From an optimization exercise on the open Yosys and OpenROAD flow, aimed at small area and a short achievable clock period; shortcuts taken in it are not production practice.
Function was not checked in any run shown here: the RTL went through the layout flow alone.

==> flow/design.v (outline; a module is shown in full before it is edited, if it fits) <==
// module adaptive_filter: 644 lines
module adaptive_filter(
    input wire clk,
    input wire rst_n,
    input wire [31:0] input_signal,
    input wire [31:0] desired_signal,
    output wire [31:0] filtered_signal
);
  // ...
==> flow/run.sh <==
#!/bin/bash
# synth_recipe.tcl (not shown) runs the flow's synth.tcl, then flattens the netlist and writes it again
# the make line also repeats each setting of config.mk as NAME=value (left out here)
make -C /OpenROAD-flow-scripts/flow DESIGN_CONFIG=/design/flow/config.mk WORK_HOME=/design/flow/orfs CLKGATE_MAP_FILE= SYNTH_SCRIPT=/design/flow/synth_recipe.tcl finish
==> flow/config.mk <==
export PLATFORM = sky130hd
export DESIGN_NAME = adaptive_filter
export DESIGN_NICKNAME = adaptive_filter
export VERILOG_FILES = /design/flow/design.v
export SDC_FILE = /design/flow/constraint.sdc
export NUM_CORES = 4
export LEC_CHECK = 0
export CAP_MARGIN = 20
export CORE_MARGIN = 2
export CORE_UTILIZATION = 40
export SLEW_MARGIN = 20
==> flow/constraint.sdc <==
create_clock -name core_clock -period 7.5 [get_ports {clk}]
set_input_delay 1.5000 -clock core_clock [delete_from_list [all_inputs] [get_ports {clk}]]
set_output_delay 1.5000 -clock core_clock [all_outputs]
set_load 0.01 [all_outputs]
==> results list, run 1 <==
* Number of synthesized flops with an enable pin: 0
- Antenna-violating nets left: 0
- Post-DP HPWL: 29900 µm
- Number of setup buffers added after CTS: 0
- Synthesis produced a netlist whose cell count is 1796.
- STA classifies the critical path endpoint as a flop.
- Counting plain and timing-repair buffers in the layout gives 65.
- Dividing the detail-routed wire length by the instance count gives 16.7 µm.
- Yosys warnings: 1
- After detailed routing, the number of vias per cell comes to about 4.8.
- Buf+Inv Stages, Crit Path: 2
- In the synthesized netlist, the cells that appear most often are 351 x inv_1, 292 x fa_1, 272 x and2_1, 186 x dfxtp_1, 110 x nand2_1.
* Result of the run: complete, no violations
- The routed design uses 1720 µm of met3 wire.
- In this run, synthesis produced a sequential element count of 252.
- Count of maximum capacitance violations: 0
- Inverter count of the layout excluding clock inverters: 351
- Number of clock sinks seen by CTS: 252
- Tap insertion was completed with 600 tapcells.
- Setup violations remaining at the end of the flow were counted as 0.
* Biggest cell category by area in the final layout: multi-input gates
- Main combinational cell family by area after synthesis: adder cells
* Overall die area: 0.0481 mm²
* Worst path slowest cell: dfrtp_1
- Final WL: 41200 µm
- Xor and xnor area share after synthesis: under 10%
- Worst clock skew: approximately 0.023 ns
- Count of cells along the worst hold path: 0
- Slew Viols, Final: 0
- Leaving out fill and tap cells, the most frequent cell in the layout is inv_1.
- In this run the tightest slew margin relative to its limit is 31.2%.
* Overall die width: 219 µm
- The register with the most flip-flops in the layout has 31 of them.
* Setup slack, reg-to-reg: 2.37 ns
- Sequential elements use between 20 and 30% of the synthesized area.
- Start of the worst register-to-register path: cn[9]
* Overall Global Routing Usage: 18.3%
- Hold-fix buffers at CTS: 0
- Synthesized area per cell: between 10 and 15 µm²
* Via count: 11800
==> inputs of run 2 (changes only) <==
--- a/flow/config.mk
+++ b/flow/config.mk
@@ -10,2 +10,3 @@
 export CORE_UTILIZATION = 40
+export SETUP_SLACK_MARGIN = 4
 export SLEW_MARGIN = 20
==> run 2 against run 1 <==
  * Setup slack better by 0.93 ns
  * Worst hold slack worse by 0.011 ns
  * Still clean
  * Critical endpoint is now e5[14]
  * Fmax up 22%
  * Synthesized area unchanged
  * Critical path type is now in -> reg
  * Largest cell class unchanged
  * Sequential share of layout area down 1.5 points
  * Global-route usage up 0.56 points
==> results list, run 2 <==
* Result of the run: complete, no violations
- Number of hold-slack violations in the final timing report: 0
- Final-stage net count: approximately 2400
- The pre-antenna-repair detailed-routing pass consisted of 5 iterations.
- Antenna Diode Count: 0
- Count of cells along the worst hold path: 0 (unchanged)
- Overall Global Routing Usage: 18.9% (+0.56 points)
- The finished layout holds 2552 standard cells, fillers aside.
* #FFs+latches synth: 252 (unchanged)
- In this run the deepest clock path goes through 3 buffers.
- The max-cap check violation count came to 0 (unchanged).
* Overall die width: 219 µm (unchanged)
- The floorplan has ~80 rows.
- When the netlist entered floorplanning its net count stood at 2252.
- Worst R2R End: cn[14]
* Port Buf Inserts: 63
- fh holds more flip-flops than any other register.
- Summed negative setup slack over all endpoints: 0 ns
- Number of global-route vias before repair: 13200
- Endpoint arrival time on the critical path: 4.71 ns
- Counting distinct cell types in the post-synthesis netlist gives 63.
- Area added between synthesis and finish: 21.2%
- For this configuration, the core starts out at a cell density of 40.7%.
* IO Count: 98
- The antenna violation net count after detailed routing is 0 (unchanged).
- Max reg flops: 31 (unchanged)
- Summed over all instances, the cell type with the most area after synthesis is fa_1.
- The mean instance size in the synthesized netlist is 10.3 µm² (unchanged).
- Slew at the pin closest to its max-slew limit: 1.14 ns
- CTS Root Buffer Type: clkbuf_16
- CTS tree: done
* Setup repair after global routing missed its margin: yes
- In the post-synthesis netlist, the biggest area contributors are fa_1 31%, dfxtp_1 20%, and2_1 9.2%.
- Slowest Stage Delay on Critical Path: 0.41 ns
* Core region area: around 0.046 mm²
- The slack of the worst reg-to-reg path came to 3.33 ns (+0.96 ns).
* Global-route wire length before repair: between 70000 and 80000 µm
* Sequential fraction of the synthesis area: 29.0% (unchanged)
* Area fraction in compound gates after synthesis: under 10%
* Routed length per instance: 17.3 µm (+3.2%)
- CP Max Fanout: 4
* Footprint of the multi-input gates: 0.0125 mm²
- Commonest cells after routing, fill and taps aside: 306 x inv_1, 255 x and2_1, 243 x fa_1, 162 x dfxtp_1, 106 x nand2_1
- Most common library cell in the layout ignoring fill and taps: inv_1
* Start of the worst register-to-register path: e5[1]
* DRC violation count after routing: 0
- After synthesis, the share of cell area in mux cells is 0.283%.
* Number of synthesized flops with an enable pin: 0 (unchanged)
* Startpoint-to-endpoint class of the critical path: in -> reg
* Xor and xnor area share after synthesis: 3.68% (unchanged)
- Fmax: 238 MHz
* Combined flip-flop and latch cell area: 0.00549 mm²
- The largest registers in the layout are fh (31), ps (30), pb (29).
* Worst-case hold slack: around 0.31 ns
- The final count of negative-setup-slack endpoints came to 0 (unchanged).
- Number of vias per cell: 4.78 (-0.18%)
* Cell with the most instances after synthesis: inv_1
- The commonest cells after synthesis are 351 x inv_1, 292 x fa_1, 272 x and2_1, 186 x dfxtp_1, 110 x nand2_1.
- Once placement completed, the tool counted placed cells totaling 2409.
* Launch point of the worst path: desired_signal[6]
- In this run, CTS created clock tree buffers numbering 28.
* Antenna violations before repair: 0
- Clock latency on the worst-skew pair, taken at its later pin, is 0.58 ns.
- Clock-pin slew reported for the worst setup and hold paths after clock tree synthesis: 0.06 ns
- Worst clock skew: 0.0213 ns (-0.00192 ns)
- After layout, the minimum clock period comes to around 4.2 ns.
* Chain of cells forming the critical path: clkdlybuf4s50_1 -> ha_2 -> or3_1 -> o211ai_1 -> nand3b_1 -> xor2_2 -> ha_2 -> a21o_1 -> and2_2 -> nor4_4 -> or3_1 -> a211o_1 -> nand2_1
- Critical path endpoint: e5[14]
- Proportion of synthesized flip-flops having asynchronous set or reset: 26.2%
* Data required time of the critical path: about 8 ns
* Final RePlAce weighted congestion: roughly 0.85
* Die Y: 219 µm
* Worst path slowest cell: clkdlybuf4s50_1
- Depth of the worst register-to-register path: 14
- Via count: 12200 (+3.5%)
- For this run, the leading register cell type out of synthesis is dfxtp_1.
- Share of the synthesized area in the top cell type: 31.5%
- Final clock period utilization by the worst path: 56.0%
* Pin count of the biggest net entering global routing: 67
- The number of warning messages in the yosys log came to 1 (unchanged).
- Startpoint type of the worst setup path: input port
- Number of clock sinks seen by CTS: 252 (unchanged)
* Hold Crit Class: reg -> reg
- The worst slew slack as a fraction of its limit is 23.6% (-7.6 points).
- Share of synthesized cell area in and, or, nand and nor gates: 15.2%
- The cell area that synthesis handed to floorplanning was 0.0186 mm².
- Share of layout cells above drive strength 1: 20.3%
- After filler insertion, the fill cell instance count of the layout stands at 4087.
- The number of instances in the synthesized netlist came to 1796 (unchanged).
- By area, the combinational part of the netlist is dominated by adder cells.
* Synthesized-area fraction occupied by adder cells: 38.1%
* Slew Viols, Final: 0 (unchanged)
- Crit end category: flop
- Post-DP HPWL: 30500 µm (+1.8%)
- After global routing the overflow that remains totals 0.
* Final WL: 44000 µm (+7.0%)
- Maximum level of the CTS H-tree: 1
- The first routing iteration left 627 violations.
- The area of the die was 0.0481 mm² (unchanged).
run 2: cell counts after synthesis:
No cell type changed its count.
run 2: metrics by stage:
step	instance area (µm²)	setup slack (ns)	util [%]
finish	22500	3.30	49.3
global route	22500	3.16	49.3
CTS	21800	3.31	47.7
detailed placement	19900	2.16	43.7
global placement	19900	2.23	43.7
floorplan	18900	3.09	-
run 2: repair_timing:
action,4_1_cts,5_1_grt
gates resized for setup,141,161
buffers inserted,56,36
hold buffers,0,0
pin swaps,58,81
setup endpoints to repair,36,38
run 2: layer usage:
metal | routed length, µm | share of wire, % | GRT usage [%]
met1 | 20000 | 45 | 25.7
met2 | 20900 | 48 | 31.1
met3 | 1890 | 4.3 | 2.70
met4 | 1220 | 2.8 | 5.86
met5 | 0 | 0 | 0
run 2: cell families (layout without fill, tap and decap cells):
kind of cell,Yosys count,after routing
simple gates,518,518
other cells,2,2
mux,5,5
fa+ha+maj,390,390
compound gates,149,149
flops,252,252
xor+xnor,78,78
buf+inv,402,558
run 2: cell type report:
| cell class | count | area share, % |
|---|---|---|
| flip-flops and latches | 252 | 24.4 |
| inverters | 351 | 5.92 |
| well taps | 600 | 3.34 |
| repair buffers | 156 | 6.73 |
| clock buffers | 40 | 3.72 |
| clock inverters | 11 | 0.401 |
| multi-input cells | 1142 | 55.5 |
run 2: worst max-delay path: cells and delay by family:
family                   cells  cell delay, ns
XOR/XNOR                     1            0.23
buffers and inverters        1            0.41
AO/OA/AOI/OAI                3            0.72
adder cells (fa/ha/maj)      2            0.60
AND/OR/NAND/NOR              6            1.23
run 2: how the worst min path moves through the flow:
stage | startpoint | to | slack, ns
floorplan | d0[0] | d1[0] | 0.31
global placement | d1[15] | d2[15] | 0.31
detailed placement | d3[11] | d4[11] | 0.31
CTS | d5[5] | d6[5] | 0.31
global route | d4[3] | d5[3] | 0.32
finish | d4[3] | d5[3] | 0.31
==> inputs of run 3 (changes only) <==
--- a/flow/config.mk
+++ b/flow/config.mk
@@ -10,3 +10,3 @@
 export CORE_UTILIZATION = 40
-export SETUP_SLACK_MARGIN = 4
+export SETUP_SLACK_MARGIN = 3
 export SLEW_MARGIN = 20
==> run 3 against run 2 <==
  * Register-to-register slack worse by 0.18 ns
  * Synthesized cell count is the same
  * Clock-buffer cell count fell by 3
  * Die area unchanged
  * Final cell count is 2.5% lower
  * Clock skew decreased by 0.0091 ns
  * Critical path depth up 1
  * Via count fell by 1.6%
==> results list, run 3 <==
* Setup slack, reg-to-reg: 3.15 ns (-0.18 ns)
* Worst clock skew: 0.0122 ns (-0.00907 ns)
- In the layout the commonest cells are 350 x inv_1, 289 x fa_1, 271 x and2_1, 177 x dfxtp_1, 110 x nand2_1.
* CTS tree: done
- The highest achievable clock rate is 230 MHz (-3.5%).
- The transition time at the pin with the least slew margin was 0.992 ns (-0.150 ns).
- The data arrival time of the worst path is 4.85 ns (+0.14 ns).
- Leading cell types by count after synthesis: 351 x inv_1, 292 x fa_1, 272 x and2_1, 186 x dfxtp_1, 110 x nand2_1
- The first-pass GRT wire length was 68700 µm (-3.2%).
- The cell that appears most often on the critical path is fa_1.
* Chain of cells forming the critical path: buf_2 -> nand2_1 -> fa_1 -> inv_1 -> fa_1 -> fa_1 -> fa_1 -> fa_1 -> xnor2_2 -> xnor2_2 -> xnor2_1 -> xnor2_1 -> xnor2_2 -> xnor2_1
- The minimum setup slack after placement came to 2.30 ns (+0.133 ns).
- The count of final max-slew check failures was 0 (unchanged).
* Starting Density: 40.7% (unchanged)
- The synthesized area is 0.0186 mm² (unchanged).
* CP Max Fanout: 6 (+2)
* Start of the worst register-to-register path: e5[3]
- Commonest register cell after synthesis: dfxtp_1
- From synthesis to final layout, the design area changed by 13.6%.
* Fill count: 4174 (+2.1%)
- #FFs+latches synth: 252 (unchanged)
- Startpoint of the most critical hold path: d4[0]
- The final core utilization is 46.3% (-3.1 points).
- The number of instances in the synthesized netlist was 1796 (unchanged).
* Count of maximum capacitance violations: 0 (unchanged)
- Maximum level of the CTS H-tree: 1 (unchanged)
- STA classifies the critical path startpoint as a flop.
- The worst slew slack as a fraction of its limit is 33.9% (+10 points).
- Worst path slowest cell: fa_1
* Summed negative setup slack over all endpoints: 0 ns (unchanged)
* Via count: 12000 (-1.6%)
* Number of distinct library cells after synthesis: 63 (unchanged)
- Overall die width: 219 µm (unchanged)
- The number of clock buffers inserted by TritonCTS came to 29 (+3.6%).
- The number of cells traversed by the worst hold path came to 0 (unchanged).
- The path with the worst hold slack has its endpoint at d5[0].
* Yosys warnings: 1 (unchanged)
- The antenna diode count is 0 (unchanged).
- Result of the run: complete, no violations
- The number of synthesized flops with an enable pin was 0 (unchanged).
- The number of port buffers came to 63 (unchanged).
- The TritonCTS sink count came to 252 (unchanged).
- The placed wire-length estimate after detailed placement came to 29900 µm (-1.9%).
- The number of antenna violations at the first check in global routing is 0 (unchanged).
- Final worst-path setup slack: 3.15 ns (-0.152 ns)
- The final critical-path share of the clock period was 58.0% (+2.0 points).
- Setup repair after global routing missed its margin: yes
* Buf+Inv Stages, Crit Path: 2 (+1)
- The antenna violation net count after detailed routing came to 0 (unchanged).
- Hold-fix buffers at CTS: 0 (unchanged)
* Top reg by flops: fh
* IO Count: 98 (unchanged)
* Core region area: 0.0456 mm² (unchanged)
* Overall Global Routing Usage: 18.5% (-0.44 points)
- Final WL: 41800 µm (-5.1%)
- The number of cells traversed by the worst register-to-register path came to 14 (unchanged).
- Family with the most delay on the worst path: adder cells
* Final Setup Violations: 0 (unchanged)
* Cell with the most instances after synthesis: inv_1
- Combined flip-flop and latch cell area: 0.00542 mm² (-1.2%)
- Final-stage net count: 2321 (-2.8%)
- The proportion of netlist area held by the largest area contributor was 31.5% (unchanged).
- The sequential share of the synthesized area was 29.0% (unchanged).
- The multi-input logic area came to 0.0118 mm² (-5.4%).
- Number of global-route vias before repair: 12900 (-2.4%)
- Synth top area cells: fa_1 31%, dfxtp_1 20%, and2_1 9.2%
* Number of vias per cell: 4.82 (+0.97%)
- CTS Root Buffer Type: clkbuf_16
* DRC violation count after routing: 0 (unchanged)
- The largest net degree at the start of global routing came to 67 (unchanged).
* Die Y: 219 µm (unchanged)
- The endpoint required time on the critical path was 8.00 ns (about the same).
* Slowest Stage Delay on Critical Path: 0.50 ns (+0.09 ns)
* Share of layout cells above drive strength 1: 7.57% (-13 points)
* Max reg flops: 31 (unchanged)
- Net count after synthesis: 2252 (unchanged)
- TritonRoute pass-1 iters: 5 (unchanged)
- Buffers from clock root to sink, at most: 3 (unchanged)
- The final number of hold-violating endpoints came to 0 (unchanged).
- Most common library cell in the layout ignoring fill and taps: inv_1
* Most area-hungry cell type in the Yosys netlist: fa_1
* Crit path time final: 4.35 ns (+0.152 ns)
- Insertion delay of the later-clocked pin in the worst-skew pair: 0.58 ns (about the same)
- The starting DRC count in detailed routing came to 668 (+6.5%).
- The largest registers in the layout are fh (31), ps (30), pb (29).
- The clock transition at the registers of the reported paths was 0.06 ns (about the same).
* Hold Crit Class: reg -> reg
- The number of placement rows came to 78 (unchanged).
- The worst register-to-register path ends at cn[14].
- Synthesized area per cell: 10.3 µm² (unchanged)
- Startpoint-to-endpoint class of the critical path: reg -> reg
- The post-detailed-route wirelength per cell is 16.8 µm (-2.7%).
- Crit end category: flop
- The sum of overflow across all layers after global routing came to 0 (unchanged).
- Overall die area: 0.0481 mm² (unchanged)
- Final RePlAce weighted congestion: 0.857 (+0.65%)
- The post-synthesis async set-or-reset flop share came to 26.2% (unchanged).
[run 3: cell count changes in the layout (fill, tap and decap cells not counted), moves of 20 or more]
cell | before | now
fa_1 | 243 | 289
inv_1 | 306 | 350
buf_6 | 22 | 2
fa_2 | 49 | 3
buf_4 | 63 | 24
inv_2 | 43 | 1
[run 3: worst reg2reg max path, stage by stage (launching register included)]
cell and delay (ns):
dfrtp_2 0.46, buf_2 0.24, nand2_1 0.11, fa_1 0.50
inv_1 0.05, fa_1 0.50, fa_1 0.46, fa_1 0.46
fa_1 0.43, xnor2_2 0.17, xnor2_2 0.15, xnor2_1 0.21
xnor2_1 0.12, xnor2_2 0.26, xnor2_1 0.16
[run 3: through the flow]
step | area [µm²] | cells | hold WS, ns
final | 21100 | 2488 | 0.322
after floorplan | 18600 | 1796 | 0.310
after global routing | 21100 | 2488 | 0.328
after global placement | 19800 | 2411 | 0.310
after CTS | 20800 | 2470 | 0.324
after detailed placement | 19800 | 2411 | 0.312
[run 3: worst max path at each step]
stage,from,to,slack (ns),cells after the start
global placement,desired_signal[1],e5[14],2.27,20
finish,e5[3],cn[14],3.15,14
detailed placement,desired_signal[1],e5[14],2.30,19
floorplan,desired_signal[1],e5[14],2.98,18
CTS,cn[9],cn[13],3.00,13
global route,d7[0],cn[14],2.95,14
[run 3: cell families (layout without fill, tap and decap cells)]
logic type / after synthesis / after routing / share of synthesized area (%)
fa+ha+maj: 390 / 390 / 38.1
compound gates: 149 / 149 / 5.60
buf+inv: 402 / 494 / 8.16
mux: 5 / 5 / 0.283
flops: 252 / 252 / 29.0
simple gates: 518 / 518 / 15.2
other cells: 2 / 2 / 0.0405
xor+xnor: 78 / 78 / 3.68
[run 3: area by class of cell]
cell class	count	area share, %
clock inverter	17	0.884
inverter	351	6.25
timing repair buffer	89	3.95
multi-input combinational	1142	56.0
tap	600	3.56
sequential	252	25.7
clock buffer	37	3.68
[run 3: what timing repair did]
item                       CTS  global route
gates resized for setup     26            34
pin swaps                    3            25
setup endpoints to repair    6             4
setup buffers                5            18
[run 3: routing by layer]
| layer | routed length (µm) | part of all wire, % | track usage [%] |
|---|---|---|---|
| met1 | 18700 | 45 | 24.7 |
| met2 | 20000 | 48 | 30.9 |
| met3 | 1840 | 4.4 | 2.61 |
| met4 | 1280 | 3.1 | 5.92 |
| met5 | 0 | 0 | 0 |

==> static timing again, ports no longer ideal <==
How much do the figures lean on ideal ports? The routed layouts below were timed once more, with nothing changed but the port constraints.
Step 1 sets driving cells, clkbuf_16 on the clock port and buf_2 on the other inputs (assumed; they add their load-dependent delay and slew).
Step 2 times the ports against the registers' clock, not the clock port: input delays grow and output delays shrink by t, the midpoint of the rising clock arrivals with the driver on.
a / b / c = ideal ports / drivers / drivers and shift; a / b = the first two.
run | t, ns | setup slack, ns | worst slew at a driven data input, ns
run 1 | 0.614 | 2.371 / 2.371 / 2.068 | 0.05
run 2 | 0.623 | 3.301 / 3.325 / 2.702 | 0.05
run 3 | 0.633 | 3.149 / 3.149 / 2.559 | 0.05
After both steps every run listed still meets setup and hold. For run 2, which loses most, drivers alone change the setup slack by +0.024 ns; drivers and shift together by -0.599 ns.
